Source: an optimization exercise on an open RTL-to-GDS flow (aim: small area, a short achievable clock period and few clock cycles). Production flows keep margins and buffers that such runs may drop. No functional check of the RTL was part of any run shown here. No activity file was given, so power comes from the tool's default toggle rates.

<file path="flow/run.sh">
#!/bin/bash
# synth_recipe.tcl (not shown) runs the flow's synth.tcl, then flattens the netlist and writes it again
# the make line also repeats each setting of config.mk as NAME=value (left out here)
make -C /OpenROAD-flow-scripts/flow DESIGN_CONFIG=/design/flow/config.mk WORK_HOME=/design/flow/orfs CLKGATE_MAP_FILE= SYNTH_SCRIPT=/design/flow/synth_recipe.tcl finish
</file>
<file path="flow/constraint.sdc">
create_clock -name core_clock -period 5.0 [get_ports {clk}]
set_input_delay 1.0000 -clock core_clock [delete_from_list [all_inputs] [get_ports {clk}]]
set_output_delay 1.0000 -clock core_clock [all_outputs]
set_load 0.01 [all_outputs]
</file>
<file path="flow/design.v">
module RNN(clk,reset,busy,ready,i_en,idata,mdata_w,mce,mdata_r,maddr,msel);
input           clk, reset;
input           ready;
input    [31:0] idata;
input    [19:0] mdata_r;
output          busy;
output          i_en;
output          mce;
output   [16:0] maddr;
output   [19:0] mdata_w;
output    [2:0] msel;
localparam AW = 43;
localparam OP_NONE = 3'd0, OP_WS = 3'd1, OP_BIH = 3'd2, OP_BHH = 3'd3,
           OP_WIH = 3'd4, OP_WHH = 3'd5, OP_PAD = 3'd6, OP_T = 3'd7;
localparam ST_IDLE = 3'd0, ST_START = 3'd1, ST_RUN = 3'd2, ST_DRAIN = 3'd3,
           ST_DONE = 3'd4;
reg  [2:0]  st;
reg  [2:0]  opA;          
reg         lastA;        
reg  [4:0]  widxA;        
reg         busyA;
reg  [5:0]  ph;           
reg  [5:0]  j;            
reg  [5:0]  jb;           
reg  [5:0]  n;            
reg  [5:0]  kcnt;         
reg  [1:0]  scnt;
reg  [31:0] mask;         
reg  [10:0] tcnt, tlast;
reg         tpos;         
reg  [2:0]  op;           
reg         last_r;
reg         busy_r, ien_r, mce_r, wr_r;
reg  [2:0]  msel_r;
reg  [16:0] maddr_r;
reg  [17:0] wd;
reg  [23:0] pq;
reg  [4:0]  pr0, pr1;
reg  [5:0]  pop;
wire [5:0]  cand = ph + pop + 6'd9;
reg  [17:0] H;
reg  [5:0]  jH;
reg         hv, hnew;
wire [17:0] hres;
reg l1, l2, la, lf1;
reg f1, f2;
wire [5:0] ph1 = ph + 6'd1;
wire wpend  = lf1 | (hv & ~wr_r);
wire [5:0] wj  = lf1 ? ph1 : jH;
wire inflight = last_r | l1 | l2 | la | lf1;
reg  [4:0] ctz;
integer b;
always @* begin
    ctz = 5'd0;
    for (b = 31; b >= 0; b = b - 1)
        if (mask[b]) ctz = b;
end
wire [31:0] mask_nx = mask & (mask - 32'd1);
wire        mask_nz = |mask;
wire        mask_nx_nz = |mask_nx;
reg  [2:0]  n_st, n_op;
reg         n_last, n_busy, n_tpos;
reg  [4:0]  n_widx;
reg  [5:0]  n_j, n_jb, n_n, n_k;
reg  [1:0]  n_scnt;
reg  [31:0] n_mask;
reg  [10:0] n_tcnt;
always @* begin
    n_st = st; n_op = OP_NONE; n_last = 1'b0; n_busy = busyA; n_tpos = tpos;
    n_widx = widxA; n_j = j; n_jb = jb; n_n = n; n_k = kcnt; n_scnt = scnt;
    n_mask = mask; n_tcnt = tcnt;
    if (opA == OP_WS) n_mask = idata;
    case (st)
    ST_IDLE: begin
        n_op = OP_T;
        if (ready) begin
            n_busy = 1'b1; n_st = ST_START; n_scnt = 2'd0; n_op = OP_NONE;
        end
    end
    ST_START: begin
        n_scnt = scnt + 2'd1;
        if (scnt == 2'd3) begin
            n_st = ST_RUN; n_op = OP_WS; n_j = cand; n_jb = cand; n_n = 6'd0;
        end
    end
    ST_RUN: begin
        if (lastA || opA == OP_PAD) begin
            if (opA != OP_PAD && n == 6'd63) begin
                n_st = ST_DRAIN; n_op = OP_PAD;
            end else if (opA != OP_PAD && cand == jb) begin
                n_op = OP_PAD;
            end else begin
                n_op = OP_WS; n_j = cand; n_n = n + 6'd1;
                if (opA == OP_PAD) n_jb = cand;
            end
        end else begin
            case (opA)
            OP_WS: n_op = OP_BIH;
            OP_BIH: begin
                n_op = OP_BHH; n_last = ~tpos & (pop == 6'd0);
            end
            default: begin  
                if (mask_nz) begin
                    n_op = OP_WIH; n_widx = ctz;
                    n_mask = mask_nx; n_last = ~tpos & ~mask_nx_nz;
                end else begin
                    n_op = OP_WHH;
                    n_k = (opA == OP_WHH) ? kcnt + 6'd1 : 6'd0;
                    n_last = (opA == OP_WHH) && (kcnt == 6'd62);
                end
            end
            endcase
        end
    end
    ST_DRAIN: begin
        n_op = OP_PAD;
        if (!inflight) begin
            if (tcnt == tlast) begin
                n_st = ST_DONE; n_op = OP_NONE; n_busy = 1'b0;
            end else begin
                n_st = ST_RUN; n_tcnt = tcnt + 11'd1; n_tpos = 1'b1;
                n_op = OP_WS; n_j = cand; n_jb = cand; n_n = 6'd0;
            end
        end
    end
    default: begin  
        n_busy = 1'b0;
    end
    endcase
end
wire slot = (opA == OP_WS) | (opA == OP_PAD);
wire wr_next = slot & wpend;
reg  [2:0]  p_msel;
reg  [16:0] p_maddr;
reg         p_mce;
always @* begin
    p_mce = 1'b1; p_msel = 3'b110; p_maddr = {11'd0, j};
    case (opA)
    OP_BIH: p_msel = 3'b001;
    OP_BHH: p_msel = 3'b011;
    OP_WIH: begin p_msel = 3'b000; p_maddr = {6'd0, j, widxA}; end
    OP_WHH: begin p_msel = 3'b010; p_maddr = {5'd0, j, ph1}; end
    OP_T:   p_msel = 3'b100;
    default: p_mce = 1'b0;
    endcase
    if (wr_next) begin
        p_mce = 1'b1; p_msel = 3'b101; p_maddr = {tcnt, wj};
    end
end
always @(posedge clk) begin
    ph <= ph1;
    for (b = 0; b < 8; b = b + 1)
        pq[3*b +: 3] <= idata[4*b] + idata[4*b+1] + idata[4*b+2] + idata[4*b+3];
    pr0 <= pq[2:0] + pq[5:3] + pq[8:6] + pq[11:9];
    pr1 <= pq[14:12] + pq[17:15] + pq[20:18] + pq[23:21];
    pop <= pr0 + pr1;
    if (st == ST_START && scnt == 2'd0) tlast <= mdata_r[10:0] - 11'd1;
    st <= n_st; opA <= n_op; lastA <= n_last; widxA <= n_widx; busyA <= n_busy;
    tpos <= n_tpos; j <= n_j; jb <= n_jb; n <= n_n; kcnt <= n_k; scnt <= n_scnt;
    mask <= n_mask; tcnt <= n_tcnt;
    op <= opA; last_r <= lastA;
    mce_r <= p_mce; msel_r <= p_msel; maddr_r <= p_maddr; wr_r <= wr_next;
    if (wr_next) wd <= lf1 ? hres : H;
    busy_r <= (st == ST_IDLE) ? ready : busyA;
    ien_r <= (st == ST_IDLE) ? ready : (opA == OP_BIH && n == 6'd63 && tcnt != tlast);
    if (reset) begin
        ph <= 6'd0;
        st <= ST_IDLE; opA <= OP_T; lastA <= 1'b0; busyA <= 1'b0;
        tpos <= 1'b0; tcnt <= 11'd0;
        op <= OP_NONE; last_r <= 1'b0;
        mce_r <= 1'b1; msel_r <= 3'b100; wr_r <= 1'b0;
        busy_r <= 1'b0; ien_r <= 1'b0;
    end
end
reg  [18*64-1:0] ra, rb;
wire [17:0] hnext = tcnt[0] ? ra[35:18] : rb[35:18];
always @(posedge clk) begin
    ra <= {(hnew & ~tcnt[0]) ? H : ra[17:0], ra[18*64-1:18]};
    rb <= {(hnew &  tcnt[0]) ? H : rb[17:0], rb[18*64-1:18]};
end
wire [17:0] hval = (opA == OP_WHH) ? hnext : 18'h10000;
wire [18:0] hx = {hval, 1'b0};
reg  [26:0] bth_n;
integer d;
always @* begin
    for (d = 0; d < 9; d = d + 1) begin
        bth_n[3*d]   = hx[2*d+1] ^ hx[2*d];                                    
        bth_n[3*d+1] = hx[2*d+2] ? (~hx[2*d+1] & ~hx[2*d]) : (hx[2*d+1] & hx[2*d]);  
        bth_n[3*d+2] = hx[2*d+2];                                              
    end
end
reg [26:0] bth;
always @(posedge clk) bth <= bth_n;
wire [19:0] md = mdata_r;
wire [AW-1:0] pp [0:9];
genvar gi;
generate
for (gi = 0; gi < 9; gi = gi + 1) begin : G_PP
    wire one = bth[3*gi], two = bth[3*gi+1], ng = bth[3*gi+2];
    wire [20:0] sel = one ? {md[19], md} : two ? {md, 1'b0} : 21'd0;
    wire [20:0] v = sel ^ {21{ng}};
    wire [AW-1:0] row = {{(AW-21){1'b0}}, ~v[20], v[19:0]} << (2*gi);
    if (gi == 0) begin : G0
        assign pp[gi] = row;
    end else begin : GN
        assign pp[gi] = row | ({{(AW-1){1'b0}}, bth[3*(gi-1)+2]} << (2*gi-2));
    end
end
endgenerate
localparam [AW-1:0] CK = 43'h7eaaab00000;
assign pp[9] = CK | ({{(AW-1){1'b0}}, bth[26]} << 16);
wire [AW-1:0] a0 = ((pp[0])^(pp[1])^(pp[2])), a1 = ((((pp[0])&(pp[1]))|((pp[0])&(pp[2]))|((pp[1])&(pp[2]))) << 1);
wire [AW-1:0] a2 = ((pp[3])^(pp[4])^(pp[5])), a3 = ((((pp[3])&(pp[4]))|((pp[3])&(pp[5]))|((pp[4])&(pp[5]))) << 1);
wire [AW-1:0] a4 = ((pp[6])^(pp[7])^(pp[8])), a5 = ((((pp[6])&(pp[7]))|((pp[6])&(pp[8]))|((pp[7])&(pp[8]))) << 1);
wire [AW-1:0] a6 = pp[9];
wire [AW-1:0] b0 = ((a0)^(a1)^(a2)), b1 = ((((a0)&(a1))|((a0)&(a2))|((a1)&(a2))) << 1);
wire [AW-1:0] b2 = ((a3)^(a4)^(a5)), b3 = ((((a3)&(a4))|((a3)&(a5))|((a4)&(a5))) << 1);
wire [AW-1:0] b4 = a6;
reg [AW-1:0] q0, q1, q2, q3, q4;
always @(posedge clk) begin
    q0 <= b0; q1 <= b1; q2 <= b2; q3 <= b3; q4 <= b4;
    l1 <= last_r & ~reset; f1 <= (op == OP_BIH);
end
wire [AW-1:0] c0 = ((q0)^(q1)^(q2)), c1 = ((((q0)&(q1))|((q0)&(q2))|((q1)&(q2))) << 1);
wire [AW-1:0] c2 = q3, c3 = q4;
wire [AW-1:0] d0 = ((c0)^(c1)^(c2)), d1 = ((((c0)&(c1))|((c0)&(c2))|((c1)&(c2))) << 1);
wire [AW-1:0] d2 = c3;
wire [AW-1:0] e0 = ((d0)^(d1)^(d2)), e1 = ((((d0)&(d1))|((d0)&(d2))|((d1)&(d2))) << 1);
reg [AW-1:0] ps, pcy;
always @(posedge clk) begin
    ps <= e0; pcy <= e1;
    l2 <= l1 & ~reset; f2 <= f1;
end
reg  [AW-1:0] as, ac;
wire [AW-1:0] ai0 = f2 ? 43'h8000 : as;
wire [AW-1:0] ai1 = f2 ? 43'd0 : ac;
wire [AW-1:0] x0 = ((ai0)^(ai1)^(ps)), x1 = ((((ai0)&(ai1))|((ai0)&(ps))|((ai1)&(ps))) << 1);
wire [AW-1:0] y0 = ((x0)^(x1)^(pcy)), y1 = ((((x0)&(x1))|((x0)&(pcy))|((x1)&(pcy))) << 1);
always @(posedge clk) begin
    as <= y0; ac <= y1;
    la <= l2 & ~reset;
end
wire [22:0] lo  = as[21:0] + ac[21:0];
wire [21:0] hi0 = as[42:22] + ac[42:22];
wire [21:0] hi1 = {as[42:22], 1'b1} + {ac[42:22], 1'b1};
reg  [6:0]  lo_r;
reg  [20:0] h0, h1;
always @(posedge clk) begin
    lo_r <= lo[22:16];
    h0 <= hi0[20:0]; h1 <= hi1[21:1];
    lf1 <= la & ~reset;
end
wire [26:0] r  = {lo_r[6] ? h1 : h0, lo_r[5:0]};
wire sat_hi = ~r[26] & ((|r[25:17]) | (r[16] & (|r[15:0])));
wire sat_lo =  r[26] & ~(&r[25:16]);
assign hres = sat_hi ? 18'h10000 : sat_lo ? 18'h30000 : r[17:0];
always @(posedge clk) begin
    if (lf1) begin
        H <= hres;
        jH <= ph1;
    end
    hnew <= lf1 & ~reset;
    hv <= reset ? 1'b0 : lf1 ? 1'b1 : wr_r ? 1'b0 : hv;
end
assign busy = busy_r;
assign i_en = ien_r;
assign mce = mce_r;
assign msel = msel_r;
assign maddr = maddr_r;
assign mdata_w = {{2{wd[17]}}, wd};
endmodule
</file>
<file path="flow/config.mk">
export PLATFORM = sky130hd
export DESIGN_NAME = RNN
export DESIGN_NICKNAME = RNN
export VERILOG_FILES = /design/flow/design.v
export SDC_FILE = /design/flow/constraint.sdc
export NUM_CORES = 4
export LEC_CHECK = 0
export ABC_CLOCK_PERIOD_IN_PS = 2400
export CAP_MARGIN = 20
export CORE_MARGIN = 2
export CORE_UTILIZATION = 40
export CTS_BUF_LIST = sky130_fd_sc_hd__clkbuf_8 sky130_fd_sc_hd__clkbuf_16
export CTS_CLUSTER_DIAMETER = 50
export CTS_CLUSTER_SIZE = 30
export SETUP_SLACK_MARGIN = 2.6
export SLEW_MARGIN = 20
</file>
==> impl_results.md, run 1 <==
* Status: complete, no violations
* CP Data Required Time at 5.53 ns
* Max clock buf depth at 3
* R2r setup slk at 2.27 ns
* Hold-fix buffers, CTS at 0
* PwrDens at 524 nW/um^2
* Post-synthesis async set-or-reset flop share at 0
* Critical path fanouts, max at 6
* Worst Setup EP: j[5]$_DFFE_PP_
* Drt first-iter violations at 1943
* Seq cells post-synth at 2862
* Max Clock Freq at 367 MHz
* CP max stage cell: fa_2
* Fin Clk Skew at 0.0334 ns
* Drt total wl at 124 mm
* RSZ-0062 raised after global routing: yes
* Reg2reg end: j[5]$_DFFE_PP_
* Initial antenna violation count at 3
* Via density at 4.26
* Total CTS buffers at 167
* Final Max Tran Viols at 0
* Gpl congestion at 0.825
* Layout cell share with drive strength beyond 1 at 0.130
* DRC viols at 0
* Pin count of the biggest net entering global routing at 84
* Final Non-Filler Cells at 8251
* Hold Path Class: reg -> reg
* IR drop worst, VDD at 304 uV
* Post-route antenna net violation count at 0
* TritonCTS clock tree: yes
* Clock Sinks at 2862
* Post-route minimum period at 2.73 ns
* Reg clk slew, reported paths at 0.10 ns
* Synthesized instance count at 5401
* Final setup fails at 0
* Worst-Margin Slew at 0.921 ns
* Initial Util at 0.402
* Vias at 35162
* Post-Syn Area at 76500 sq um
* Crit path kind: reg -> reg
* Total I/O pin count at 98
* Main synth FF type: dfxtp_1
* Global-route wire length before repair at 196 mm
* EDFF count, synth at 60
* Die area at 195000 sq um
* Number of global-route vias before repair at 35333
* Most frequent CP cell: ha_4
* Grt total ovfl at 0
* CP cell instances: ha_4 -> ha_4 -> inv_2 -> fa_2 -> nor2b_2 -> o21ai_1 -> nand2b_1 -> xor3_1 -> a31oi_4 -> o21ai_4 -> nor2_4 -> clkbuf_16
* Wire length per cell at 15.0 microns
* Period utilisation layout at 0.545
* Worst rel slew slack at 0.386
* Max_cap viols at 0
* Post-Syn Area per Cell at 14.2 sq um
* Clk Latency, worst-skew pair at 0.83 ns
* Die Y at 441 microns
* Fill cell total of the finished layout at 16375
* Fin Setup TNS at 0 ns
* Worst r2r src: pop[1]$_DFF_P_
* Drt first pass iters at 6
* Netlist cell types at 76
* Placed Cells at 7863
* Core area at 190000 sq um
* Area Growth Syn to Fin at 15.8%
* Ys Warns at 1
* Nets@finish at 6071
* Die X at 441 microns
* Crit end category: flip-flop
* Static leakage at 36.6 nW
* FP Rows at 160
* Crit path DAT at 3.26 ns
* Syn nets at 5869
* Final hold viol count at 0
* Port bufs at 97
* CP startpoint kind: flip-flop
* CTS H-Tree Depth at 4
* Launch point of the critical path: pop[1]$_DFF_P_
* Register area share after synthesis at 0.757
* Hpwl dp at 77.6 mm
* Clock root cell: clkbuf_16
* Crit-path max cell delay at 0.41 ns
* GRT Total Usage at 0.128
* Reg2Reg Depth at 12
repair_timing:
item | CTS | global route
gates resized for setup | 353 | 114
pin swaps | 22 | 62
endpoints found under the setup margin | 336 | 171
gates cloned | 7 | 7
setup buffers | 32 | 36
through the flow:
step                setup WS (ns)  area (sq um)  hold slack, ns  total power, mW   util
floorplan                    2.31         77400           0.310             29.2      -
global route                 2.15         88500           0.296             48.8  0.466
finish                       2.27         88600           0.304             46.4  0.466
CTS                          2.30         87700           0.293             46.8  0.462
detailed placement           1.08         80500           0.312             30.7  0.424
global placement             1.01         80500           0.310             30.6  0.424
worst max-delay path, delay by kind of cell (launching register included):
family	cells	cell delay, ns
flops	1	0.38
fa+ha+maj	3	0.80
compound gates	3	0.42
buf+inv	2	0.20
simple gates	3	0.39
xor+xnor	1	0.28
cell usage after synthesis (35+ instances only):
library cell / instances / area [sq um]
fa_1: 218 / 4360
nor2_1: 139 / 522
ha_1: 195 / 2440
nor3_1: 35 / 175
nand2_1: 310 / 1160
clkbuf_1: 149 / 559
nand2b_1: 90 / 563
inv_1: 376 / 1410
xor2_1: 103 / 902
dfxtp_1: 2802 / 56100
a21oi_1: 77 / 385
edfxtp_1: 60 / 1800
xnor2_1: 187 / 1640
o21ai_0: 214 / 1070
a22oi_1: 81 / 608
registers in the layout (all words and copies together), names as in the netlist, 23 cells and up:
signal  cells
pq         24
q3         25
as         43
q2         29
q0         31
q1         23
mask       32
ac         41
ra       1152
bth        27
pcy        33
ps         38
rb       1152
final cells by class:
type | instances | area (sq um) | share of cell area
repair inverters | 1 | 7.51 | 0.0000848
inverters | 377 | 1430 | 0.0161
diodes | 4 | 10.0 | 0.000113
clock inverters | 127 | 2070 | 0.0234
well taps | 2511 | 3140 | 0.0355
repair buffers | 216 | 2130 | 0.0241
flip-flops and latches | 2862 | 58000 | 0.655
clock buffers | 175 | 4310 | 0.0487
multi-input cells | 1978 | 17500 | 0.197
how the worst min path moves through the flow:
stage                     cells after the start                to        startpoint  slack, ns
after global routing                          0   ra[291]$_DFF_P_   ra[309]$_DFF_P_       0.30
after global placement                        0  ra[1050]$_DFF_P_  ra[1068]$_DFF_P_       0.31
after detailed placement                      0   ra[170]$_DFF_P_   ra[188]$_DFF_P_       0.31
after floorplan                               0        f2$_DFF_P_        f1$_DFF_P_       0.31
after CTS                                     0   ra[291]$_DFF_P_   ra[309]$_DFF_P_       0.29
final                                         0   ra[291]$_DFF_P_   ra[309]$_DFF_P_       0.30
cells in the final DEF, fill, tap and decap left out, drive strengths merged, types with 9 or more instances in the layout:
cell type,n
dfxtp,2802
xor2,103
nand2b,90
a22oi,82
buf,161
o21ai,214
nor3,36
clkinv,64
o21bai,10
xnor2,187
a211oi,9
nor2,140
a22o,28
nor4,22
a21oi,77
o22ai,21
edfxtp,60
fa,218
and2,11
nand2,312
nor2b,32
nand4,14
a21o,23
mux2i,27
mux2,26
clkbuf,185
ha,195
clkdlybuf4s50,36
a31oi,10
bufinv,9
nand3,19
inv,424
layer usage:
metal / vias up / global-route usage / wire [microns]
met2: 592 / 0.193 / 53200
li1: 17505 / - / -
met3: 251 / 0.0231 / 5100
met1: 16814 / 0.181 / 61400
met5: - / 0 / 0
met4: 0 / 0.0557 / 4470
power by group:
group	total [mW]	internal, mW	switching, mW
clock network	15.8	7.39	8.36
registers	24.8	24.0	0.769
logic	5.94	2.59	3.35
logic make-up after synthesis:
| kind of cell | count (synthesis) | synth area share |
|---|---|---|
| AOI/OAI and AO/OA | 508 | 0.0408 |
| and+or+nand+nor | 709 | 0.0436 |
| xor gates and xnor gates | 291 | 0.0335 |
| DFF | 2862 | 0.757 |
| buffers and inverters | 563 | 0.0281 |
| muxes | 53 | 0.00736 |
| adders and majority gates | 415 | 0.0893 |
==> run 2: changes to the inputs <==
--- a/flow/design.v
+++ b/flow/design.v
@@ -26,3 +26,3 @@
 reg  [5:0]  kcnt;         
-reg  [1:0]  scnt;
+reg  [2:0]  scnt;
 reg  [31:0] mask;         
@@ -39,3 +39,5 @@
 reg  [5:0]  pop;
-wire [5:0]  cand = ph + pop + 6'd9;
+reg  [5:0]  kq;           
+reg  [5:0]  cand;         
+reg  [5:0]  wcnt;         
 reg  [17:0] H;
@@ -58,4 +60,2 @@
 wire [31:0] mask_nx = mask & (mask - 32'd1);
-wire        mask_nz = |mask;
-wire        mask_nx_nz = |mask_nx;
 reg  [2:0]  n_st, n_op;
@@ -63,4 +63,4 @@
 reg  [4:0]  n_widx;
-reg  [5:0]  n_j, n_jb, n_n, n_k;
-reg  [1:0]  n_scnt;
+reg  [5:0]  n_j, n_jb, n_n, n_k, n_wcnt;
+reg  [2:0]  n_scnt;
 reg  [31:0] n_mask;
@@ -70,4 +70,6 @@
     n_widx = widxA; n_j = j; n_jb = jb; n_n = n; n_k = kcnt; n_scnt = scnt;
-    n_mask = mask; n_tcnt = tcnt;
-    if (opA == OP_WS) n_mask = idata;
+    n_mask = mask; n_tcnt = tcnt; n_wcnt = wcnt;
+    if (opA == OP_WS) begin
+        n_mask = idata; n_wcnt = pop;
+    end
     case (st)
@@ -76,3 +78,3 @@
         if (ready) begin
-            n_busy = 1'b1; n_st = ST_START; n_scnt = 2'd0; n_op = OP_NONE;
+            n_busy = 1'b1; n_st = ST_START; n_scnt = 3'd0; n_op = OP_NONE;
         end
@@ -80,4 +82,4 @@
     ST_START: begin
-        n_scnt = scnt + 2'd1;
-        if (scnt == 2'd3) begin
+        n_scnt = scnt + 3'd1;
+        if (scnt == 3'd5) begin
             n_st = ST_RUN; n_op = OP_WS; n_j = cand; n_jb = cand; n_n = 6'd0;
@@ -102,5 +104,5 @@
             default: begin  
-                if (mask_nz) begin
-                    n_op = OP_WIH; n_widx = ctz;
-                    n_mask = mask_nx; n_last = ~tpos & ~mask_nx_nz;
+                if (wcnt != 6'd0) begin
+                    n_op = OP_WIH; n_widx = ctz; n_wcnt = wcnt - 6'd1;
+                    n_mask = mask_nx; n_last = ~tpos & (wcnt == 6'd1);
                 end else begin
@@ -156,11 +158,13 @@
     pop <= pr0 + pr1;
-    if (st == ST_START && scnt == 2'd0) tlast <= mdata_r[10:0] - 11'd1;
+    kq <= pop + 6'd9;
+    cand <= ph1 + kq;
+    if (st == ST_START && scnt == 3'd0) tlast <= mdata_r[10:0] - 11'd1;
     st <= n_st; opA <= n_op; lastA <= n_last; widxA <= n_widx; busyA <= n_busy;
     tpos <= n_tpos; j <= n_j; jb <= n_jb; n <= n_n; kcnt <= n_k; scnt <= n_scnt;
-    mask <= n_mask; tcnt <= n_tcnt;
+    mask <= n_mask; tcnt <= n_tcnt; wcnt <= n_wcnt;
     op <= opA; last_r <= lastA;
     mce_r <= p_mce; msel_r <= p_msel; maddr_r <= p_maddr; wr_r <= wr_next;
-    if (wr_next) wd <= lf1 ? hres : H;
+    wd <= wr_next ? (lf1 ? hres : H) : 18'd0;
     busy_r <= (st == ST_IDLE) ? ready : busyA;
-    ien_r <= (st == ST_IDLE) ? ready : (opA == OP_BIH && n == 6'd63 && tcnt != tlast);
+    ien_r <= (st == ST_IDLE) ? ready : (opA == OP_WS && n == 6'd63 && tcnt != tlast);
     if (reset) begin
==> run 2 against run 1 <==
  * Clock power is 8% higher
  * Final area is 0.76% higher
  * Hold slack worse by 0.021 ns
  * Worst setup slack better by 0.32 ns
  * Routed wire length is 3.7% higher
  * Die area is 0.83% higher
  * Fmax is 13% higher
  * Power is 0.30% lower
  * Global-route usage is 0.26 points higher
  * First-iteration DRC count is 3.5% higher
  * Critical path type unchanged
  * Largest cell class unchanged
==> impl_results.md, run 2 <==
* Seq cells post-synth at 2881
* GRT met2 Usage at 0.199
* Nets@finish at 6133
* Clock Sinks at 2881
* Reg clk slew, reported paths at 0.09 ns
* CP max stage cell: or4_4
* Vias at 36120
* Static leakage at 36.9 nW
* Netlist cell types at 75
* Final setup fails at 0
* Critical path fanouts, max at 6
* CTS H-Tree Depth at 4
* Port bufs at 97
* Syn nets at 5945
* Max clock buf depth at 3
* Hold Path Class: reg -> reg
* Reg2Reg Depth at 6
* Post-route antenna net violation count at 0
* Hpwl dp at 81.3 mm
* Most frequent cells in the layout: dfxtp_1, inv_1, nand2_1
* Hold path cells at 0
* IR drop worst, VDD at 412 uV
* Commonest cells post-synth: dfxtp_1, inv_1, nand2_1, fa_1, o21ai_0
* Register area share after synthesis at 0.754
* Met1 Usage GRT at 0.188
* Clock root cell: clkbuf_16
* Drt total wl at 129 mm
* Max_cap viols at 0
* Via density at 4.32
* Grt total ovfl at 0
* Top-count cell post-synth: dfxtp_1
* Max Clock Freq at 416 MHz
* Initial Util at 0.402
* Die Y at 443 microns
* Post-Syn Area at 77100 sq um
* Crit path DAT at 2.92 ns
* Global-route wire length before repair at 204 mm
* Final Max Tran Viols at 0
* Ys Warns at 1
* Worst r2r src: la$_DFF_P_
* Fin Clk Skew at 0.0545 ns
* Post-route minimum period at 2.40 ns
* Reg2reg end: jb[5]$_DFFE_PP_
* Pin count of the biggest net entering global routing at 84
* Post-layout util at 0.465
* Synthesized instance count at 5474
* GR peak layer: met2
* CP cell instances: or4_4 -> nor2_4 -> a21oi_2 -> o21bai_1 -> a2111o_1 -> a21oi_4
* Drt first-iter violations at 2011
* Status: complete, no violations
* Final hold viol count at 0
* RSZ-0062 raised after global routing: yes
* TritonCTS clock tree: yes
* Drt first pass iters at 7
* PwrDens at 519 nW/um^2
* Area contributors post-synth: dfxtp_1, fa_1, ha_1, xnor2_1, inv_1
* CP startpoint kind: flip-flop
* Period utilisation layout at 0.481
* Clk Latency, worst-skew pair at 0.83 ns
* Die X at 443 microns
* Fin Setup TNS at 0 ns
* Core area at 192000 sq um
* Layout cell share with drive strength beyond 1 at 0.119
* Commonest non-fill, non-tap cell in the layout: dfxtp_1
* FP Rows at 161
* Die area at 196000 sq um
* Synth top area share at 0.737
* Crit path kind: reg -> reg
* Fill cell total of the finished layout at 16731
* Total I/O pin count at 98
* Crit end category: flip-flop
* Gpl congestion at 0.805
* CP Data Required Time at 5.52 ns
* Worst Hold End: rb[306]$_DFF_P_
* Post-Syn Area per Cell at 14.1 sq um
* GR Util met3 at 0.0246
* Worst rel slew slack at 0.389
* Initial antenna violation count at 4
* DRC viols at 0
* Main synth FF type: dfxtp_1
* Area Growth Syn to Fin at 15.7%
* Number of global-route vias before repair at 36041
* Hold path startpoint: rb[324]$_DFF_P_
* Biggest registers after layout: ra (1152), rb (1152), as (43)
* Post-synthesis async set-or-reset flop share at 0
* Worst-Margin Slew at 0.907 ns
* Crit-path max cell delay at 0.57 ns
* Cell accounting for the most synthesized area: dfxtp_1
* Total CTS buffers at 185
* EDFF count, synth at 43
* Hold-fix buffers, CTS at 0
* GRT Total Usage at 0.131
* Wire length per cell at 15.4 microns
* R2r setup slk at 2.60 ns
-- run 2: timing repair --
action	in CTS	in global routing
pin swaps	8	20
cloned	4	7
gates resized for setup	311	97
setup buffers	22	9
setup endpoints to repair	269	113
-- run 2: layout make-up --
cell class	count	area (sq um)	area share
Sequential cell	2881	58200	0.652
Tap cell	2526	3160	0.0354
Clock buffer	193	4770	0.0535
Antenna cell	5	12.5	0.000140
Timing Repair Buffer	189	1870	0.0209
Multi-Input combinational cell	2027	17500	0.196
Inverter	377	1420	0.0159
Clock inverter	153	2330	0.0261
Timing Repair inverter	1	7.51	0.0000841
-- run 2: report_power, final --
part           internal [mW]  switching [mW]
logic                   1.91            2.82
clock network           8.29            8.75
registers               23.9           0.635
total                   34.1            12.2
-- run 2: per-stage QoR --
step                cell area, sq um  hold slack, ns  worst slack (ns)  power (mW)  cells
floorplan                      77900           0.310              2.31        28.2   5474
global placement               81200           0.310             0.958        29.6   7959
detailed placement             81200           0.312              1.00        29.6   7959
CTS                            88700           0.275              2.59        46.8   8331
global route                   89200           0.283              2.52        48.5   8351
finish                         89200           0.284              2.60        46.3   8352
-- run 2: metal layers --
layer,part of all wire,up-vias
met5,0,-
met4,0.026,0
met3,0.045,223
met2,0.43,654
met1,0.50,17388
li1,-,17855
-- run 2: cells by family after synthesis --
family / synth area share
and+or+nand+nor: 0.0446
muxes: 0.00690
DFF: 0.754
xor gates and xnor gates: 0.0335
buffers and inverters: 0.0282
adders and majority gates: 0.0887
AOI/OAI and AO/OA: 0.0443
-- run 2: how the worst max path moves through the flow --
stage	depth (start not counted)	startpoint	endpoint	slack (ns)
after global placement	8	mdata_r[9]	q2[26]$_DFF_P_	0.96
after detailed placement	8	mdata_r[9]	q2[26]$_DFF_P_	1.00
after floorplan	7	mdata_r[14]	q2[26]$_DFF_P_	2.31
after global routing	6	la$_DFF_P_	jb[5]$_DFFE_PP_	2.52
final	6	la$_DFF_P_	jb[5]$_DFFE_PP_	2.60
after CTS	8	bth[15]$_DFF_P_	q0[15]$_DFF_P_	2.59
-- run 2: critical path: cells and delay by family (launching register included) --
family,cells,cell delay (ns)
and+or+nand+nor,2,0.72
DFF,1,0.31
AOI/OAI and AO/OA,4,1.05
==> run 3: changes to the inputs <==
--- a/flow/config.mk
+++ b/flow/config.mk
@@ -10,3 +10,3 @@
 export CORE_MARGIN = 2
-export CORE_UTILIZATION = 40
+export CORE_UTILIZATION = 60
 export CTS_BUF_LIST = sky130_fd_sc_hd__clkbuf_8 sky130_fd_sc_hd__clkbuf_16
@@ -14,2 +14,3 @@
 export CTS_CLUSTER_SIZE = 30
+export PLACE_DENSITY = 0.75
 export SETUP_SLACK_MARGIN = 2.6
==> run 3 against run 2 <==
  * Sequential power hardly changed
  * First-iteration DRC count is 14% higher
  * Synthesized area stayed put
  * Global-route usage is 6.9 points higher
  * Critical path type is now in -> reg
==> impl_results.md, run 3 <==
* Status: complete, no violations
* Biggest registers after layout: ra (1152), rb (1152), as (43)
* Number of global-route vias before repair at 36923
* Multi-input gate area at 17500 sq um
* Area Growth Syn to Fin at 12.4%
* Netlist cell types at 75
* Clk Latency, worst-skew pair at 0.81 ns
* Core area at 128000 sq um
* IR drop worst, VDD at 406 uV
* TritonCTS clock tree: yes
* Initial antenna violation count at 7
* Power Total at 44.3 mW
* CP Buf/Inv Count at 1
* CP cell instances: clkdlybuf4s15_2 -> a22oi_1 -> xnor2_1 -> fa_1 -> fa_2
* Commonest non-fill, non-tap cell in the layout: dfxtp_1
* Cell accounting for the most synthesized area: dfxtp_1
* Critical path fanouts, max at 21
* Most frequent cells in the layout: dfxtp_1, inv_1, nand2_1
* Post-route antenna net violation count at 0
* Period utilisation layout at 0.475
* Die Y at 362 microns
* Clock root cell: clkbuf_16
* PwrDens at 511 nW/um^2
* Static leakage at 36.1 nW
* Crit end category: flip-flop
* Reg area at 58200 sq um
* Hold Path Class: reg -> reg
* Seq cells post-synth at 2881
* Total I/O pin count at 98
* Crit path kind: in -> reg
* Hold path startpoint: ra[749]$_DFF_P_
* Reg2Reg Depth at 6
* Crit path DAT at 3.09 ns
* Compound-Gate Fraction of Synth Area at 0.0443
* CP startpoint kind: primary input
* Worst-Margin Slew at 1.10 ns
* Worst rel slew slack at 0.263
* Register area share after synthesis at 0.754
* Gpl congestion at 0.860
* Vias at 36137
* Post-synthesis xor/xnor area fraction at 0.0335
* Max clock buf depth at 3
* CTS H-Tree Depth at 4
* GRT Total Usage at 0.200
* Fill cell total of the finished layout at 8658
* Area contributors post-synth: dfxtp_1, fa_1, ha_1, xnor2_1, inv_1
* Ys Warns at 1
* FP Rows at 131
* Via density at 4.87
* Synthesized instance count at 5474
* Reg2reg end: jb[5]$_DFFE_PP_
* Drt first-iter violations at 2302
* EDFF count, synth at 43
* Hpwl dp at 78.0 mm
* Hold path cells at 0
* Final setup fails at 0
* Fin Clk Skew at 0.0403 ns
* DRC viols at 0
* Final hold viol count at 0
* Commonest cells post-synth: dfxtp_1, inv_1, nand2_1, fa_1, o21ai_0
* Cell family with most CP delay: adder cells
* Mux contribution to synthesized area at 0.00690
* Synth Area in Simple Gates at 0.0446
* Adder-cell share of the synthesized area at 0.0887
* Initial Util at 0.605
* Post-Syn Area per Cell at 14.1 sq um
* Die area at 131000 sq um
* Reg clk slew, reported paths at 0.10 ns
* Syn nets at 5945
* R2r setup slk at 2.63 ns
* Post-synthesis async set-or-reset flop share at 0
* Max Clock Freq at 421 MHz
* Crit-path max cell delay at 0.59 ns
* Worst Hold End: ra[731]$_DFF_P_
* Fin Setup TNS at 0 ns
* Top-count cell post-synth: dfxtp_1
* Pin count of the biggest net entering global routing at 84
* Grt total ovfl at 0
* CP Data Required Time at 5.72 ns
* Final Max Tran Viols at 0
* Max_cap viols at 0
* Post-route minimum period at 2.37 ns
* Layout cell share with drive strength beyond 1 at 0.106
* Drt first pass iters at 5
* Wire length per cell at 17.6 microns
* Drt total wl at 130 mm
* Worst r2r src: l1$_DFF_P_
* CP max stage cell: fa_2
* RSZ-0062 raised after global routing: yes
* Post-Syn Area at 77100 sq um
* Die X at 362 microns
* Total CTS buffers at 164
* Nets@finish at 6091
* Main synth FF type: dfxtp_1
* Synth top area share at 0.737
* Largest family of logic cells by synthesized area: adder cells
* Global-route wire length before repair at 205 mm
* Port bufs at 97
* Clock Sinks at 2881
-- run 3: cell counts after synthesis --
Identical to the previous run, type by type.
-- run 3: per-stage QoR --
| stage | instances | hold slack [ns] | worst slack (ns) | area (sq um) | util |
|---|---|---|---|---|---|
| floorplan | 5474 | 0.310 | 2.31 | 77900 | - |
| global placement | 7080 | 0.310 | 1.13 | 80000 | 0.627 |
| detailed placement | 7080 | 0.312 | 1.09 | 80000 | 0.627 |
| CTS | 7387 | 0.309 | 2.57 | 86200 | 0.676 |
| global route | 7413 | 0.315 | 2.56 | 86700 | 0.680 |
| finish | 7414 | 0.308 | 2.63 | 86700 | 0.680 |
-- run 3: cell type report --
type,count,area share
clock inverter,126,0.0196
tap,1662,0.0240
sequential,2881,0.671
clock buffer,168,0.0480
inverter,377,0.0164
timing repair buffer,170,0.0191
multi-input combinational,2026,0.202
antenna,4,0.000115
-- run 3: logic make-up after synthesis --
family,after synthesis
xor gates and xnor gates,295
adders and majority gates,416
AOI/OAI and AO/OA,536
and+or+nand+nor,729
DFF,2881
muxes,50
buffers and inverters,567
-- run 3: report_power, final --
group          total [mW]  switching [mW]  internal, mW
logic                4.59            2.69          1.90
clock network        15.2            8.21          6.98
registers            24.5           0.629          23.9
-- run 3: per-layer routing --
layer	vias to the layer above	wire [microns]	share of wire	track usage
met5	-	23	0.00018	0
met4	4	3320	0.025	0.0657
met3	232	6360	0.049	0.0342
met2	824	57600	0.44	0.305
met1	17365	63100	0.48	0.291
li1	17712	-	-	-
-- run 3: worst max path at each step --
stage / slack, ns / to / start / cells after the start
after floorplan: 2.31 / q2[26]$_DFF_P_ / mdata_r[14] / 7
after global placement: 1.13 / q2[23]$_DFF_P_ / mdata_r[6] / 7
after global routing: 2.56 / jb[5]$_DFFE_PP_ / opA[1]$_SDFF_PP1_ / 6
after detailed placement: 1.09 / q2[28]$_DFF_P_ / mdata_r[11] / 7
after CTS: 2.57 / jb[5]$_DFFE_PP_ / opA[1]$_SDFF_PP1_ / 6
final: 2.63 / q0[13]$_DFF_P_ / mdata_r[8] / 5
-- run 3: what timing repair did --
| action | CTS | global route |
|---|---|---|
| buffers inserted | 12 | 17 |
| resized for setup | 289 | 88 |
| pin swaps | 5 | 19 |
| setup endpoints to repair | 244 | 113 |
| hold buffers | 0 | 0 |
| cloned | 1 | 6 |
==> run 4: changes to the inputs <==
==> flow/flow/run.sh (new file) <==
#!/bin/bash
# The standard layout, except that the input and output ports are
# buffered with plain buffers (buf_4) rather than the delay-cell buffers
# buffer_ports picks by default.  make's full output goes to standard_flow.log;
# each ORFS step keeps its own log under orfs/logs.
set -euo pipefail
bash standard.sh "BUFFER_PORTS_ARGS=-buffer_cell sky130_fd_sc_hd__buf_4" finish > standard_flow.log 2>&1
==> flow/standard.sh (new file) <==
#!/bin/bash
# synth_recipe.tcl (not shown) runs the flow's synth.tcl, then flattens the netlist and writes it again
# the make line also repeats each setting of config.mk as NAME=value (left out here)
make -C /OpenROAD-flow-scripts/flow DESIGN_CONFIG=/design/flow/config.mk WORK_HOME=/design/flow/orfs CLKGATE_MAP_FILE= SYNTH_SCRIPT=/design/flow/synth_recipe.tcl "${@:-finish}"
--- a/flow/config.mk
+++ b/flow/config.mk
@@ -10,3 +10,3 @@
 export CORE_MARGIN = 2
-export CORE_UTILIZATION = 60
+export CORE_UTILIZATION = 40
 export CTS_BUF_LIST = sky130_fd_sc_hd__clkbuf_8 sky130_fd_sc_hd__clkbuf_16
@@ -14,3 +14,2 @@
 export CTS_CLUSTER_SIZE = 30
-export PLACE_DENSITY = 0.75
 export SETUP_SLACK_MARGIN = 2.6
removed: flow/run.sh
==> run 4 against run 3 <==
  * Still clean on timing, DRC and antenna
  * Clock power rose by 8%
  * Non-clock buffer count down 6
  * Routed wire length down 3.9%
  * Synthesized cell count stayed put
  * First-iteration DRC count down 17%
  * Critical path type is now reg -> reg
  * Highest routed layer unchanged
==> impl_results.md, run 4 <==
* Crit end category: flip-flop
* DRC viols at 0
* Commonest cells post-synth: dfxtp_1, inv_1, nand2_1, fa_1, o21ai_0
* Post-route antenna net violation count at 0
* Layout cell share with drive strength beyond 1 at 0.118
* Post-synthesis async set-or-reset flop share at 0
* Worst rel slew slack at 0.550
* Synth top area share at 0.737
* GRT Total Usage at 0.128
* Period utilisation layout at 0.486
* Die X at 443 microns
* Drt first pass iters at 5
* Grt total ovfl at 0
* Clock Sinks at 2881
* Final setup fails at 0
* Placed Cells at 7940
* Drt total wl at 125 mm
* Biggest registers after layout: ra (1152), rb (1152), as (43)
* PwrDens at 515 nW/um^2
* Initial antenna violation count at 2
* Final Max Tran Viols at 0
* Status: complete, no violations
* Core area at 192000 sq um
* Global-route wire length before repair at 199 mm
* CP startpoint kind: flip-flop
* Finished Cell Area at 88400 sq um
* RSZ-0062 raised after global routing: yes
* Post-Syn Area per Cell at 14.1 sq um
* Port bufs at 97
* Static leakage at 36.5 nW
* Critical path fanouts, max at 9
* Pin count of the biggest net entering global routing at 54
* FP Rows at 161
* Hpwl dp at 80.5 mm
* CP Data Required Time at 5.53 ns
* Max clock buf depth at 3
* Seq cells post-synth at 2881
* Max_cap viols at 0
* Area Growth Syn to Fin at 14.6%
* Reg clk slew, reported paths at 0.10 ns
* Die Y at 443 microns
* Hold Path Class: reg -> reg
* Fin Setup TNS at 0 ns
* Nets@finish at 6099
* Ys Warns at 1
* Area contributors post-synth: dfxtp_1, fa_1, ha_1, xnor2_1, inv_1
* Wire length per cell at 15.1 microns
* Gpl congestion at 0.812
* Commonest non-fill, non-tap cell in the layout: dfxtp_1
* Fin Clk Skew at 0.0377 ns
* Most frequent cells in the layout: dfxtp_1, inv_1, nand2_1
* Clk Latency, worst-skew pair at 0.85 ns
* Die area at 196000 sq um
* Crit path DAT at 2.96 ns
* Number of global-route vias before repair at 35669
* Final hold viol count at 0
* CTS H-Tree Depth at 4
* EDFF count, synth at 43
* Register area share after synthesis at 0.754
* Total CTS buffers at 178
* Synthesized instance count at 5474
* Crit path kind: reg -> reg
* Final Non-Filler Cells at 8306
* Total I/O pin count at 98
* Post-route minimum period at 2.43 ns
* Reg area at 58200 sq um
* Post-Syn Area at 77100 sq um
* Clock root cell: clkbuf_16
* Main synth FF type: dfxtp_1
* Cell accounting for the most synthesized area: dfxtp_1
* Drt first-iter violations at 1917
* Fill cell total of the finished layout at 16828
* Hold-fix buffers, CTS at 0
* Vias at 35719
* DP Area at 80800 sq um
* Max Clock Freq at 412 MHz
* Top-count cell post-synth: dfxtp_1
* Via density at 4.30
* Syn nets at 5945
* TritonCTS clock tree: yes
* Worst-Margin Slew at 0.671 ns
* Initial Util at 0.402
* Netlist cell types at 75
* IR drop worst, VDD at 310 uV
* Hold Slack at 0.299 ns
* Multi-input gate area at 17400 sq um
==> run 4: changes by cell type in the layout (fill, tap and decap cells not counted), sizes merged <==
cell,change
buf,+58
clkbuf,+10
clkdlybuf4s15,-25
clkdlybuf4s18,-2
clkdlybuf4s50,-34
clkinv,+14
clkinvlp,-1
diode,-1
inv,+9
==> run 4: logic make-up (layout without fill, tap and decap cells) <==
group                    after synthesis  after routing  share of synthesized area
AND/OR/NAND/NOR                      729            729                     0.0446
other                                  0              3                          0
adder cells (fa/ha/maj)              416            416                     0.0887
multiplexers                          50             50                    0.00690
AO/OA/AOI/OAI                        536            536                     0.0443
buffers and inverters                567            870                     0.0282
XOR/XNOR                             295            295                     0.0335
flip-flops                          2881           2881                      0.754
==> run 4: worst paths after layout <==
path | start | to | slack, ns | cells past startpoint
setup / recovery | opA[1]$_SDFF_PP1_ | j[1]$_DFFE_PP_ | 2.57 | 7
hold / removal | rb[563]$_DFF_P_ | rb[545]$_DFF_P_ | 0.30 | 0
setup reg to reg | opA[1]$_SDFF_PP1_ | j[1]$_DFFE_PP_ | 2.57 | 7
hold reg to reg | rb[563]$_DFF_P_ | rb[545]$_DFF_P_ | 0.30 | 0
==> run 4: layer usage <==
layer  GRT usage  wire [microns]
met1       0.183           62300
met2       0.191           53200
met3      0.0268            6000
met4      0.0456            3880
met5           0              34
==> run 4: stage by stage <==
stage	power (mW)	utilization	setup WS [ns]
final	45.5	0.460	2.57
after global routing	47.6	0.460	2.42
after CTS	46.0	0.458	2.45
after detailed placement	29.6	0.421	1.89
after global placement	29.5	0.421	1.89
after floorplan	28.2	-	2.31
==> run 4: cell type report <==
class | count | area share
tap | 2526 | 0.0358
timing repair buffer | 164 | 0.0172
multi-input combinational | 2026 | 0.197
clock inverter | 148 | 0.0249
clock buffer | 181 | 0.0510
sequential | 2881 | 0.658
antenna | 3 | 0.0000850
inverter | 377 | 0.0161
==> run 4: critical path, cell delays in order (launching register included) <==
cell and delay [ns]:
dfxtp_2 0.46, nor2b_4 0.30, nand2_1 0.21, nand2_1 0.22, nor2_1 0.12, a2111o_1 0.51, nor2_4 0.13, buf_4 0.17
==> run 4: timing repair <==
action | 4_1_cts | 5_1_grt
gates resized for setup | 79 | 58
endpoints found under the setup margin | 222 | 120
pin swaps | 2 | 9
setup buffers | 9 | 21
cloned | 0 | 4
==> run 4: power by group <==
group / switching [mW] / total (mW) / internal, mW
clock: 8.71 / 16.4 / 7.68
combinational: 2.69 / 4.57 / 1.87
sequential: 0.640 / 24.5 / 23.9
==> run 5: changes to the inputs <==
--- a/flow/design.v
+++ b/flow/design.v
@@ -26,3 +26,2 @@
 reg  [5:0]  kcnt;         
-reg  [2:0]  scnt;
 reg  [31:0] mask;         
@@ -36,5 +35,7 @@
 reg  [17:0] wd;
-reg  [23:0] pq;
-reg  [4:0]  pr0, pr1;
+reg  [3:0]  pcnt;
 reg  [5:0]  pop;
+wire        pvalid = (pcnt >= 4'd10);    
+wire [3:0]  xg = idata[4*pcnt[2:0] +: 4];
+wire [2:0]  xg_n = xg[0] + xg[1] + xg[2] + xg[3];
 reg  [5:0]  kq;           
@@ -42,2 +43,5 @@
 reg  [5:0]  wcnt;         
+reg         candeq;       
+reg         n63;          
+reg         slotA;        
 reg  [17:0] H;
@@ -64,3 +68,2 @@
 reg  [5:0]  n_j, n_jb, n_n, n_k, n_wcnt;
-reg  [2:0]  n_scnt;
 reg  [31:0] n_mask;
@@ -69,3 +72,3 @@
     n_st = st; n_op = OP_NONE; n_last = 1'b0; n_busy = busyA; n_tpos = tpos;
-    n_widx = widxA; n_j = j; n_jb = jb; n_n = n; n_k = kcnt; n_scnt = scnt;
+    n_widx = widxA; n_j = j; n_jb = jb; n_n = n; n_k = kcnt;
     n_mask = mask; n_tcnt = tcnt; n_wcnt = wcnt;
@@ -78,3 +81,3 @@
         if (ready) begin
-            n_busy = 1'b1; n_st = ST_START; n_scnt = 3'd0; n_op = OP_NONE;
+            n_busy = 1'b1; n_st = ST_START; n_op = OP_NONE;
         end
@@ -82,4 +85,3 @@
     ST_START: begin
-        n_scnt = scnt + 3'd1;
-        if (scnt == 3'd5) begin
+        if (pvalid && !ien_r) begin
             n_st = ST_RUN; n_op = OP_WS; n_j = cand; n_jb = cand; n_n = 6'd0;
@@ -89,5 +91,5 @@
         if (lastA || opA == OP_PAD) begin
-            if (opA != OP_PAD && n == 6'd63) begin
+            if (opA != OP_PAD && n63) begin
                 n_st = ST_DRAIN; n_op = OP_PAD;
-            end else if (opA != OP_PAD && cand == jb) begin
+            end else if (opA != OP_PAD && candeq) begin
                 n_op = OP_PAD;
@@ -118,3 +120,3 @@
         n_op = OP_PAD;
-        if (!inflight) begin
+        if (!inflight && pvalid) begin
             if (tcnt == tlast) begin
@@ -132,4 +134,3 @@
 end
-wire slot = (opA == OP_WS) | (opA == OP_PAD);
-wire wr_next = slot & wpend;
+wire wr_next = slotA & wpend;
 reg  [2:0]  p_msel;
@@ -153,12 +154,14 @@
     ph <= ph1;
-    for (b = 0; b < 8; b = b + 1)
-        pq[3*b +: 3] <= idata[4*b] + idata[4*b+1] + idata[4*b+2] + idata[4*b+3];
-    pr0 <= pq[2:0] + pq[5:3] + pq[8:6] + pq[11:9];
-    pr1 <= pq[14:12] + pq[17:15] + pq[20:18] + pq[23:21];
-    pop <= pr0 + pr1;
+    if (ien_r) pcnt <= 4'd0;
+    else if (pcnt != 4'd15) pcnt <= pcnt + 4'd1;
+    if (pcnt == 4'd0) pop <= {3'd0, xg_n};
+    else if (pcnt < 4'd8) pop <= pop + {3'd0, xg_n};
     kq <= pop + 6'd9;
     cand <= ph1 + kq;
-    if (st == ST_START && scnt == 3'd0) tlast <= mdata_r[10:0] - 11'd1;
+    candeq <= (ph1 + kq == jb);
+    n63 <= (n_n == 6'd63);
+    slotA <= (n_op == OP_WS) | (n_op == OP_PAD);
+    if (st == ST_START && ien_r) tlast <= mdata_r[10:0] - 11'd1;
     st <= n_st; opA <= n_op; lastA <= n_last; widxA <= n_widx; busyA <= n_busy;
-    tpos <= n_tpos; j <= n_j; jb <= n_jb; n <= n_n; kcnt <= n_k; scnt <= n_scnt;
+    tpos <= n_tpos; j <= n_j; jb <= n_jb; n <= n_n; kcnt <= n_k;
     mask <= n_mask; tcnt <= n_tcnt; wcnt <= n_wcnt;
@@ -168,6 +171,6 @@
     busy_r <= (st == ST_IDLE) ? ready : busyA;
-    ien_r <= (st == ST_IDLE) ? ready : (opA == OP_WS && n == 6'd63 && tcnt != tlast);
+    ien_r <= (st == ST_IDLE) ? ready : (opA == OP_WS && n63 && tcnt != tlast);
     if (reset) begin
         ph <= 6'd0;
-        st <= ST_IDLE; opA <= OP_T; lastA <= 1'b0; busyA <= 1'b0;
+        st <= ST_IDLE; opA <= OP_T; slotA <= 1'b0; lastA <= 1'b0; busyA <= 1'b0;
         tpos <= 1'b0; tcnt <= 11'd0;
@@ -203,3 +206,3 @@
     wire one = bth[3*gi], two = bth[3*gi+1], ng = bth[3*gi+2];
-    wire [20:0] sel = one ? {md[19], md} : two ? {md, 1'b0} : 21'd0;
+    wire [20:0] sel = ({21{one}} & {md[19], md}) | ({21{two}} & {md, 1'b0});
     wire [20:0] v = sel ^ {21{ng}};
==> flow/run.sh (new file) <==
#!/bin/bash
# synth_recipe.tcl (not shown) runs the flow's synth.tcl, then flattens the netlist and writes it again
# the make line also repeats each setting of config.mk as NAME=value (left out here)
make -C /OpenROAD-flow-scripts/flow DESIGN_CONFIG=/design/flow/config.mk WORK_HOME=/design/flow/orfs CLKGATE_MAP_FILE= SYNTH_SCRIPT=/design/flow/synth_recipe.tcl finish
--- a/flow/config.mk
+++ b/flow/config.mk
@@ -10,3 +10,3 @@
 export CORE_MARGIN = 2
-export CORE_UTILIZATION = 40
+export CORE_UTILIZATION = 60
 export CTS_BUF_LIST = sky130_fd_sc_hd__clkbuf_8 sky130_fd_sc_hd__clkbuf_16
@@ -14,2 +14,3 @@
 export CTS_CLUSTER_SIZE = 30
+export PLACE_DENSITY = 0.75
 export SETUP_SLACK_MARGIN = 2.6
removed: flow/flow/run.sh
removed: flow/standard.sh
==> run 5 against run 4 <==
  * Still clean
  * Register-to-register slack worse by 0.87 ns
  * Combinational power increased by 27%
  * Clock skew rose by 0.0052 ns
  * Final area shrank 3.3%
  * Sequential share of layout area up 1.5 points
  * First-iteration DRC count increased by 20%
  * Largest power group unchanged
==> impl_results.md, run 5 <==
* Layout cell share with drive strength beyond 1 at 0.149
* RSZ-0062 raised after global routing: yes
* Pin count of the biggest net entering global routing at 79
* DRC viols at 0
* Period utilisation layout at 0.669
* Commonest cells post-synth: dfxtp_1, inv_1, fa_1, a22oi_1, ha_1
* Drt total wl at 127 mm
* Internal Pwr Total at 33.3 mW
* Synthesized instance count at 5122
* Cell family with most CP delay: adder cells
* Register area share after synthesis at 0.763
* TritonCTS clock tree: yes
* Most frequent CP cell: ha_4
* Post-layout util at 0.683
* Biggest registers after layout: ra (1152), rb (1152), as (43)
* Status: complete, no violations
* Hold Slack at 0.316 ns
* Synth top area share at 0.748
* Seq cells post-synth at 2851
* Via density at 4.93
* Power Total at 45.2 mW
* Die Y at 358 microns
* Post-Syn Area per Cell at 14.7 sq um
* Hold-fix buffers, CTS at 0
* EDFF count, synth at 37
* CTS H-Tree Depth at 4
* Initial antenna violation count at 5
* Crit path kind: in -> reg
* Max clock buf depth at 3
* Final hold viol count at 0
* Static leakage at 34.9 nW
* Hpwl dp at 75.8 mm
* Vias at 34821
* Cell accounting for the most synthesized area: dfxtp_1
* CP cell instances: clkdlybuf4s50_1 -> mux4_2 -> mux2_4 -> fa_2 -> ha_4 -> ha_4 -> ha_4 -> a21o_1 -> a21oi_2 -> nor2_2 -> buf_4 -> xnor2_1 -> nor2_1
* Gpl congestion at 0.847
* Clock root cell: clkbuf_16
* CP Buf/Inv Count at 2
* Drt first-iter violations at 2303
* Nets@finish at 5727
* Port bufs at 97
* Initial Util at 0.602
* Sw frac at 0.264
* Largest family of logic cells by synthesized area: adder cells
* Synth Area in Simple Gates at 0.0371
* Mux contribution to synthesized area at 0.0163
* Finished Cell Area at 85400 sq um
* Fill cell total of the finished layout at 8193
* GRT Total Usage at 0.201
* Die X at 358 microns
* Top-count cell post-synth: dfxtp_1
* Area Growth Syn to Fin at 13.4%
* Final setup fails at 0
* Fin Setup TNS at 0 ns
* CP startpoint kind: primary input
* Most frequent cells in the layout: dfxtp_1, inv_1, ha_1
* Hold Path Class: reg -> reg
* Reg power frac at 0.543
* Ys Warns at 1
* IR drop worst, VDD at 432 uV
* Critical path fanouts, max at 3
* Total CTS buffers at 158
* Worst rel slew slack at 0.300
* Total I/O pin count at 98
* Die area at 128000 sq um
* Worst-Margin Slew at 1.05 ns
* PwrDens at 529 nW/um^2
* Drt first pass iters at 6
* Crit-path max cell delay at 0.57 ns
* Crit end category: flip-flop
* Comb pwr share at 0.129
* Post-route minimum period at 3.34 ns
* Commonest non-fill, non-tap cell in the layout: dfxtp_1
* Syn nets at 5550
* Post-Syn Area at 75300 sq um
* Core area at 125000 sq um
* Area contributors post-synth: dfxtp_1, fa_1, ha_1, xnor2_1, a22oi_1
* Net Sw Power at 12.0 mW
* CP Data Required Time at 5.66 ns
* Global-route wire length before repair at 199 mm
* FP Rows at 130
* Wire length per cell at 18.0 microns
* Clock network power share at 0.329
* Compound-Gate Fraction of Synth Area at 0.0449
* Clock Sinks at 2851
* Post-synthesis async set-or-reset flop share at 0
* Number of global-route vias before repair at 35867
* Main synth FF type: dfxtp_1
* Max_cap viols at 0
* Reg clk slew, reported paths at 0.10 ns
* Adder-cell share of the synthesized area at 0.0818
* Clk Latency, worst-skew pair at 0.82 ns
* Post-route antenna net violation count at 0
* Max Clock Freq at 299 MHz
* DP Area at 78800 sq um
* Post-synthesis xor/xnor area fraction at 0.0334
* Final Max Tran Viols at 0
* Crit path DAT at 4.00 ns
* Fin Clk Skew at 0.0429 ns
* Grt total ovfl at 0
* Netlist cell types at 74
* CP max stage cell: fa_2
==> run 5: power groups by stage <==
stage,clock network (mW),registers (mW),logic [mW]
after global routing,16.0,24.7,6.47
after CTS,15.2,24.5,5.52
after global placement,0,25.0,5.20
after detailed placement,0,25.0,5.33
after floorplan,0,24.7,4.11
final,14.9,24.5,5.82
==> run 5: metal layers <==
| metal | GRT usage | routed length (microns) | part of all wire |
|---|---|---|---|
| met1 | 0.282 | 59900 | 0.47 |
| met2 | 0.315 | 58000 | 0.46 |
| met3 | 0.0345 | 5760 | 0.045 |
| met4 | 0.0736 | 3660 | 0.029 |
| met5 | 0 | 0 | 0 |
==> run 5: what timing repair did <==
action,4_1_cts,5_1_grt
endpoints found under the setup margin,289,126
gates resized for setup,304,132
setup buffers,19,23
hold endpoints to repair,0,0
gates cloned,3,1
pin swaps,18,40
==> run 5: through the flow <==
step	setup slack (ns)	std cells
3_5_place_dp	0.715	6743
6_report	1.66	7066
5_1_grt	1.61	7065
4_1_cts	1.70	7040
2_1_floorplan	1.37	5122
3_3_place_gp	0.681	6743
==> run 5: worst paths after layout <==
kind	from	endpoint	slack, ns	cells past startpoint
hold / removal	rb[374]$_DFF_P_	rb[356]$_DFF_P_	0.32	0
setup reg to reg	pcnt[0]$_SDFFE_PP0P_	pop[3]$_SDFFE_PP0N_	1.70	12
setup / recovery	idata[25]	pop[3]$_SDFFE_PP0N_	1.66	13
hold reg to reg	rb[374]$_DFF_P_	rb[356]$_DFF_P_	0.32	0
==> run 5: cell families (layout without fill, tap and decap cells) <==
logic type               count (synthesis)  count (layout)
AO/OA/AOI/OAI                          492             492
adder cells (fa/ha/maj)                373             373
XOR/XNOR                               286             286
multiplexers                           103             103
flip-flops                            2851            2851
other                                    0               2
AND/OR/NAND/NOR                        541             542
buffers and inverters                  476             767
==> run 5: final cells by class <==
| cell class | count | area (sq um) | share of cell area |
|---|---|---|---|
| diodes | 2 | 5.00 | 0.0000586 |
| clock buffers | 168 | 4140 | 0.0484 |
| clock inverters | 107 | 1590 | 0.0186 |
| inverters | 301 | 1130 | 0.0133 |
| multi-input cells | 1796 | 17300 | 0.203 |
| flip-flops and latches | 2851 | 57500 | 0.673 |
| well taps | 1650 | 2060 | 0.0242 |
| repair buffers | 190 | 1620 | 0.0190 |
| repair inverters | 1 | 7.51 | 0.0000879 |
==> run 5: worst register-to-register path: stages, from the launching register on <==
cell	delay [ns]
dfxtp_4	0.45
mux4_2	0.55
mux2_4	0.30
fa_2	0.61
ha_4	0.15
ha_4	0.21
ha_4	0.21
a21o_1	0.16
a21oi_2	0.13
nor2_2	0.06
buf_4	0.14
xnor2_1	0.16
nor2_1	0.07
==> run 6: changes to the inputs <==
--- a/flow/config.mk
+++ b/flow/config.mk
@@ -7,3 +7,3 @@
 export LEC_CHECK = 0
-export ABC_CLOCK_PERIOD_IN_PS = 2400
+export ABC_CLOCK_PERIOD_IN_PS = 2000
 export CAP_MARGIN = 20
@@ -15,3 +15,3 @@
 export PLACE_DENSITY = 0.75
-export SETUP_SLACK_MARGIN = 2.6
+export SETUP_SLACK_MARGIN = 3.0
 export SLEW_MARGIN = 20
==> run 6 against run 5 <==
  * Critical path depth unchanged
  * Worst setup slack better by 0.026 ns
  * Utilization rose by 3.1 points
  * Clock power is essentially flat
  * Cell count is 2.3% higher
==> impl_results.md, run 6 <==
* Reg clk slew, reported paths at 0.10 ns
* Initial Util at 0.602
* Launch point of the critical path: idata[16]
* Status: complete, no violations
* Clock root cell: clkbuf_16
* Net Sw Power at 12.7 mW
* EDFF count, synth at 37
* Critical path fanouts, max at 3
* Period utilisation layout at 0.663
* Area contributors post-synth: dfxtp_1, fa_1, ha_1, xnor2_1, a22oi_1
* Most frequent CP cell: ha_4
* Drt total wl at 141 mm
* Core area at 125000 sq um
* CP Buf/Inv Count at 1
* CP max stage cell: fa_2
* Max clock buf depth at 3
* Max Clock Freq at 301 MHz
* Die area at 128000 sq um
* Global-route wire length before repair at 217 mm
* Seq cells post-synth at 2851
* Commonest non-fill, non-tap cell in the layout: dfxtp_1
* Number of global-route vias before repair at 37776
* Drt first pass iters at 5
* DRC viols at 0
* Crit path DAT at 4.01 ns
* Reg2Reg Depth at 12
* Fin Setup TNS at 0 ns
* Hold path cells at 0
* Reg area at 57600 sq um
* Post-layout util at 0.714
* Most frequent cells in the layout: dfxtp_1, inv_1, clkbuf_16
* Max_cap viols at 0
* Cell family with most CP delay: adder cells
* Crit-path max cell delay at 0.56 ns
* Critical path depth in cells at 13
* Multi-input gate area at 19000 sq um
* Top-count cell post-synth: dfxtp_1
* CP Data Required Time at 5.69 ns
* GRT Total Usage at 0.222
* Fin Clk Skew at 0.0583 ns
* Synthesized instance count at 5122
* Clock network power share at 0.320
* Worst Setup EP: pop[5]$_SDFFE_PP0N_
* CP cell instances: clkdlybuf4s50_1 -> mux4_2 -> mux2_4 -> fa_2 -> ha_4 -> ha_4 -> ha_4 -> a21o_1 -> a21oi_2 -> nor2_2 -> nand3_1 -> xor2_1 -> nor2_1
* Crit end category: flip-flop
* Final hold viol count at 0
* PwrDens at 522 nW/um^2
* Sw frac at 0.272
* CTS H-Tree Depth at 4
* Final setup fails at 0
* Worst-Margin Slew at 0.928 ns
* FP Rows at 130
* Synth top area share at 0.748
* Initial antenna violation count at 9
* Hold Path Class: reg -> reg
* Wire length per cell at 19.5 microns
* Comb pwr share at 0.151
* Ys Warns at 1
* Clk Latency, worst-skew pair at 0.84 ns
* Cell accounting for the most synthesized area: dfxtp_1
* CP startpoint kind: primary input
* Die Y at 358 microns
* Die X at 358 microns
* Reg2reg end: pop[5]$_SDFFE_PP0N_
* TritonCTS clock tree: yes
* Worst r2r src: pcnt[0]$_SDFFE_PP0P_
* Grt total ovfl at 0
* Hpwl dp at 78.9 mm
* Post-synthesis async set-or-reset flop share at 0
* Main synth FF type: dfxtp_1
* Commonest cells post-synth: dfxtp_1, inv_1, fa_1, a22oi_1, ha_1
* RSZ-0062 raised after global routing: yes
* Nets@finish at 5883
* Area Growth Syn to Fin at 18.5%
* Static leakage at 36.4 nW
* Final Max Tran Viols at 0
* Drt first-iter violations at 2445
* Register area share after synthesis at 0.763
* Post-Syn Area per Cell at 14.7 sq um
* Netlist cell types at 74
* Fill cell total of the finished layout at 7767
* Post-Syn Area at 75300 sq um
* Worst rel slew slack at 0.382
* Biggest registers after layout: ra (1152), rb (1152), as (43)
* Pin count of the biggest net entering global routing at 84
* Gpl congestion at 0.867
* Layout cell share with drive strength beyond 1 at 0.231
* Clock Sinks at 2851
* Port bufs at 97
* Crit path kind: in -> reg
* Reg power frac at 0.529
* R2r setup slk at 1.75 ns
* Total I/O pin count at 98
* Internal Pwr Total at 33.9 mW
* Via density at 4.99
* Total CTS buffers at 161
* Vias at 36079
* IR drop worst, VDD at 422 uV
* Syn nets at 5550
* Post-route minimum period at 3.32 ns
* Post-route antenna net violation count at 0
## run 6: cell counts after synthesis
Identical to the previous run, type by type.
## run 6: worst reg2reg max path: cells and delay by family, from the launching register on
family | cells | cell delay (ns)
adder cells (fa/ha/maj) | 4 | 1.17
AO/OA/AOI/OAI | 2 | 0.32
AND/OR/NAND/NOR | 3 | 0.22
multiplexers | 2 | 0.83
XOR/XNOR | 1 | 0.16
flip-flops | 1 | 0.44
## run 6: worst min-delay path by stage
stage / start / end / slack, ns
2_1_floorplan: f1$_DFF_P_ / f2$_DFF_P_ / 0.31
3_3_place_gp: ra[1118]$_DFF_P_ / ra[1100]$_DFF_P_ / 0.31
3_5_place_dp: ra[395]$_DFF_P_ / ra[377]$_DFF_P_ / 0.31
4_1_cts: ra[1127]$_DFF_P_ / ra[1109]$_DFF_P_ / 0.30
5_1_grt: ra[1127]$_DFF_P_ / ra[1109]$_DFF_P_ / 0.30
6_report: ra[99]$_DFF_P_ / ra[81]$_DFF_P_ / 0.30
## run 6: cell type report
| cell class | instances | area share |
|---|---|---|
| sequential | 2851 | 0.645 |
| clock buffer | 170 | 0.0468 |
| inverter | 301 | 0.0130 |
| multi-input combinational | 1797 | 0.212 |
| tap | 1650 | 0.0231 |
| antenna | 2 | 0.0000560 |
| timing repair buffer | 340 | 0.0416 |
| timing repair inverter | 3 | 0.000490 |
| clock inverter | 117 | 0.0172 |
## run 6: kinds of logic (layout without fill, tap and decap cells)
group / count (synthesis) / count (layout) / share of synthesized area
AO/OA/AOI/OAI: 492 / 492 / 0.0449
XOR/XNOR: 286 / 286 / 0.0334
adder cells (fa/ha/maj): 373 / 373 / 0.0818
buffers and inverters: 476 / 931 / 0.0239
flip-flops: 2851 / 2851 / 0.763
multiplexers: 103 / 103 / 0.0163
other: 0 / 2 / 0
AND/OR/NAND/NOR: 541 / 543 / 0.0371
## run 6: layer usage
layer / share of wire / up-vias / GRT usage / routed length, microns
li1: - / 17188 / - / -
met2: 0.45 / 894 / 0.344 / 63400
met4: 0.034 / 4 / 0.0808 / 4840
met5: 0.00015 / - / 0 / 21
met1: 0.46 / 17668 / 0.311 / 64900
met3: 0.054 / 325 / 0.0463 / 7650
## run 6: stage by stage
| stage | power, mW | hold WS (ns) | setup WS [ns] | instances | area [sq um] |
|---|---|---|---|---|---|
| global placement | 30.4 | 0.310 | 0.689 | 6745 | 79000 |
| finish | 46.6 | 0.298 | 1.68 | 7231 | 89300 |
| detailed placement | 30.5 | 0.312 | 0.714 | 6745 | 79000 |
| global route | 48.6 | 0.296 | 1.61 | 7229 | 89300 |
| CTS | 46.2 | 0.298 | 1.71 | 7194 | 88100 |
| floorplan | 28.9 | 0.310 | 1.37 | 5122 | 76900 |
## run 6: power by group through the flow
stage               combinational (mW)  clock [mW]  sequential [mW]
detailed placement                5.44           0             25.1
global placement                  5.32           0             25.0
global route                      7.76        16.0             24.8
floorplan                         4.21           0             24.7
CTS                               6.37        15.2             24.6
finish                            7.06        14.9             24.6
## run 6: what timing repair did
action / 4_1_cts / 5_1_grt
resized for setup: 839 / 197
hold buffers: 0 / 0
pin swaps: 238 / 151
setup endpoints to repair: 400 / 269
setup buffers: 145 / 34
cloned: 17 / 1

what the ideal ports hide:
How much do the figures lean on ideal ports? The routed layouts below were timed once more, with nothing changed but the port constraints. Step 1, drivers: a clkbuf_16 drives clk and a buf_2 each remaining input, both assumed. Step 2 times the ports against the registers' clock, not the clock port: input delays grow and output delays shrink by t, the midpoint of the rising clock arrivals with the driver on. Three values: ideal ports, drivers, drivers and shift; two values: the first two.
| run | shift t [ns] | setup slack, ns | worst setup path after step 2 | slew at the worst register clock pin (ns) | cell pins on the clock port's net |
|---|---|---|---|---|---|
| run 1 | 0.895 | 2.275 / 2.275 / 1.732 | input to register | 0.11 / 0.11 | 1 |
| run 2 | 0.890 | 2.596 / 2.594 / 1.704 | input to register | 0.10 / 0.10 | 1 |
| run 3 | 0.873 | 2.626 / 2.586 / 1.775 | input to register | 0.11 / 0.11 | 1 |
| run 4 | 0.913 | 2.572 / 2.572 / 1.989 | input to register | 0.11 / 0.11 | 1 |
| run 5 | 0.867 | 1.657 / 1.696 / 0.840 | input to register | 0.11 / 0.11 | 1 |
| run 6 | 0.889 | 1.683 / 1.736 / 0.847 | input to register | 0.11 / 0.11 | 1 |
After both steps setup and hold are still met in every run listed. For run 2, which loses most, drivers alone change the setup slack by -0.002 ns; drivers and shift together by -0.892 ns.
